What follows belongs to an exercise in optimizing a design on an open flow for a short achievable clock period and few clock cycles; a production flow would make more cautious choices. Function was checked by simulation only, so behaviour that the tests miss may differ from the original.

== lane 1 ==
Design cpu, start of the top module:
module cpu #(
  parameter PC_INITIAL = 12'h0F
)
(
  input clk,
  input rst,
  output reg mem_write,
  output reg [31:0] to_mem,
  output reg [11:0] mem_addr,
  input [31:0] from_mem,
  output reg halted
);
  reg [31:0] rf [0:15];
  reg [31:0] res;       
  reg        cflag;     
  reg        pk_fetch;  
  reg        pk_load;   
  reg        dk_fetch;  
  reg        d_valid;   
  reg        d_ic;      
  reg        ld_data;   
  reg [11:0] pc_d;      
  reg [11:0] fpc;       
  reg [15:0] ld_rd;     
  reg        d_bpred;   
  reg [15:0] btb_v;
  reg [7:0]  btb_tag [0:15];
  reg [11:0] btb_tgt [0:15];
  reg [31:0] ic_v;
  reg [6:0]  ic_tag [0:31];
  reg [31:0] ic_data [0:31];
  reg [31:0] ic_q;      
  reg        ic_hit;    
  reg        r_valid;
  reg        r_ldimm, r_ldmem, r_st, r_br, r_xor, r_add, r_rot, r_shf,
             r_hlt, r_cmp, r_we, r_pred;
  reg        r_s;
  reg [2:0]  r_cc;
  ...
Size in the first run: roughly 2600 flip-flops, about 80 I/O pins, about 140000 µm² of cells after synthesis.
==> flow/config.mk <==
export PLATFORM = sky130hd
export DESIGN_NAME = cpu
export DESIGN_NICKNAME = cpu
export VERILOG_FILES = /design/flow/design.v
export SDC_FILE = /design/flow/constraint.sdc
export NUM_CORES = 4
export LEC_CHECK = 0
export ABC_CLOCK_PERIOD_IN_PS = 3000
export CAP_MARGIN = 30
export CORE_MARGIN = 2
export CORE_UTILIZATION = 45
export SETUP_SLACK_MARGIN = 5
export SLEW_MARGIN = 30
==> flow/constraint.sdc <==
create_clock -name core_clock -period 10.0 [get_ports {clk}]
set_input_delay 2.0000 -clock core_clock [delete_from_list [all_inputs] [get_ports {clk}]]
set_output_delay 2.0000 -clock core_clock [all_outputs]
set_load 0.01 [all_outputs]
standard.sh (not shown) runs the stock make flow with config.mk's settings and CLKGATE_MAP_FILE= SYNTH_SCRIPT=/design/flow/synth_recipe.tcl, a recipe that flattens the netlist after the stock synthesis.
==> flow/flow/run.sh <==
#!/bin/bash
set -euo pipefail
MARGIN=$(cat flow/margin.txt)
bash standard.sh SETUP_SLACK_MARGIN=$MARGIN finish > standard_flow.log 2>&1
==> flow/flow/margin.txt <==
7.5
Testbench counts of lane 1, summed over its fixed seeds: cycles 81,722.
Edits applied to the flow inputs when going from lane 1 to lane 3:
--- a/flow/design.v
+++ b/flow/design.v
@@ -22,16 +22,17 @@
   reg        ld_data;   
   reg [11:0] pc_d;      
   reg [11:0] fpc;       
   reg [15:0] ld_rd;     
   reg        d_bpred;   
   reg [15:0] btb_v;
   reg [7:0]  btb_tag [0:15];
   reg [11:0] btb_tgt [0:15];
+  reg [11:0] btb_tgt1 [0:15];   
   reg [31:0] ic_v;
   reg [6:0]  ic_tag [0:31];
   reg [31:0] ic_data [0:31];
   reg [31:0] ic_q;      
   reg        ic_hit;    
   reg        r_valid;
   reg        r_ldimm, r_ldmem, r_st, r_br, r_xor, r_add, r_rot, r_shf,
              r_hlt, r_cmp, r_we, r_pred;
@@ -167,17 +168,17 @@
   wire        f_hitc = btb_v[g_idx] & (btb_tag[g_idx] == fpc[11:4]);
   wire        f_hit = pk_fetch ? f_hitm : (ic_go & f_hitc);
   wire [11:0] f_tgt = pk_fetch ? btb_tgt[f_idx] : btb_tgt[g_idx];
   wire [4:0]  c_idx = fpc[4:0];
   wire        ic_go = (pk_load | mem_write) & !halted & ic_hit;
   wire [11:0] fpc_p1   = fpc + 12'd1;
   wire [11:0] fpc_p2   = fpc + 12'd2;
   wire [11:0] pcd_p1   = pc_d + 12'd1;
-  wire [11:0] ftgt_p1  = f_tgt + 12'd1;
+  wire [11:0] ftgt_p1  = pk_fetch ? btb_tgt1[f_idx] : btb_tgt1[g_idx];
   wire [11:0] idst_p1  = ic_q[11:0] + 12'd1;
   wire [11:0] mdst_p1  = from_mem[11:0] + 12'd1;
   wire [11:0] fa       = ic_go ? fpc_p1 : fpc;    
   wire [11:0] fa_p1    = ic_go ? fpc_p2 : fpc_p1;
   function hit_next;
     input [11:0] x;
     begin
       if (mem_write && mem_addr[4:0] == x[4:0])
@@ -345,16 +346,17 @@
       ic_v[mem_addr[4:0]] <= 1'b0;
     else if (dk_fetch)
       ic_v[pc_d[4:0]] <= 1'b1;
   end
   always @(posedge clk) begin
     if (!rst & e_go & e_br) begin
       btb_tag[e_pc[3:0]] <= e_pc[11:4];
       btb_tgt[e_pc[3:0]] <= e_dst;
+      btb_tgt1[e_pc[3:0]] <= e_dst1;
     end
   end
   always @(posedge clk) begin
     if (rst)
       btb_v <= 16'b0;
     else if (e_go & e_br)
       btb_v[e_pc[3:0]] <= cond;
   end
## What came out
Lane 3 finished all stages; the layout is clean.
Lane 3 vs lane 1: cell area after synthesis up by a few percent
Changes observed in lane 3 relative to lane 1: synthesized-area fraction occupied by ao, oa, aoi and oai cells went down by 0.33 points, maximum frequency went down by about 2.3%, synthesized netlist net count went up by about 2.8%.
Going from lane 1 to lane 3, mean number of vias per cell decreased by 0.58% relative to the old numbers, inserted tap cell count increased by 8.0% relative to the old numbers.
Testbench counts of lane 3, summed over its fixed seeds: cycles 81,722.

==> what the ideal ports hide <==
In the flow no input, the clock included, has a driving cell. The finished layouts below were timed again as built, in two steps.
Step 1, drivers: a clkbuf_16 drives clk and a buf_2 each remaining input, both assumed.
Step 2 times the ports against the registers' clock, not the clock port: input delays grow and output delays shrink by t, the midpoint of the rising clock arrivals with the driver on.
Slacks: no drivers / after step 1 / after step 2; pairs: no drivers / after step 1.
| run | shift t [ns] | setup WS [ns] | latest minus earliest clock arrival (ns) |
|---|---|---|---|
| lane 1 | 1.034 | 6.285 / 6.285 / 5.279 | 0.071 / 0.071 |
| lane 3 | 1.060 | 6.196 / 6.196 / 5.205 | 0.082 / 0.082 |
After both steps every run listed still meets setup and hold. For lane 1, which loses most, drivers alone change the setup slack by 0.000 ns; drivers and shift together by -1.006 ns.
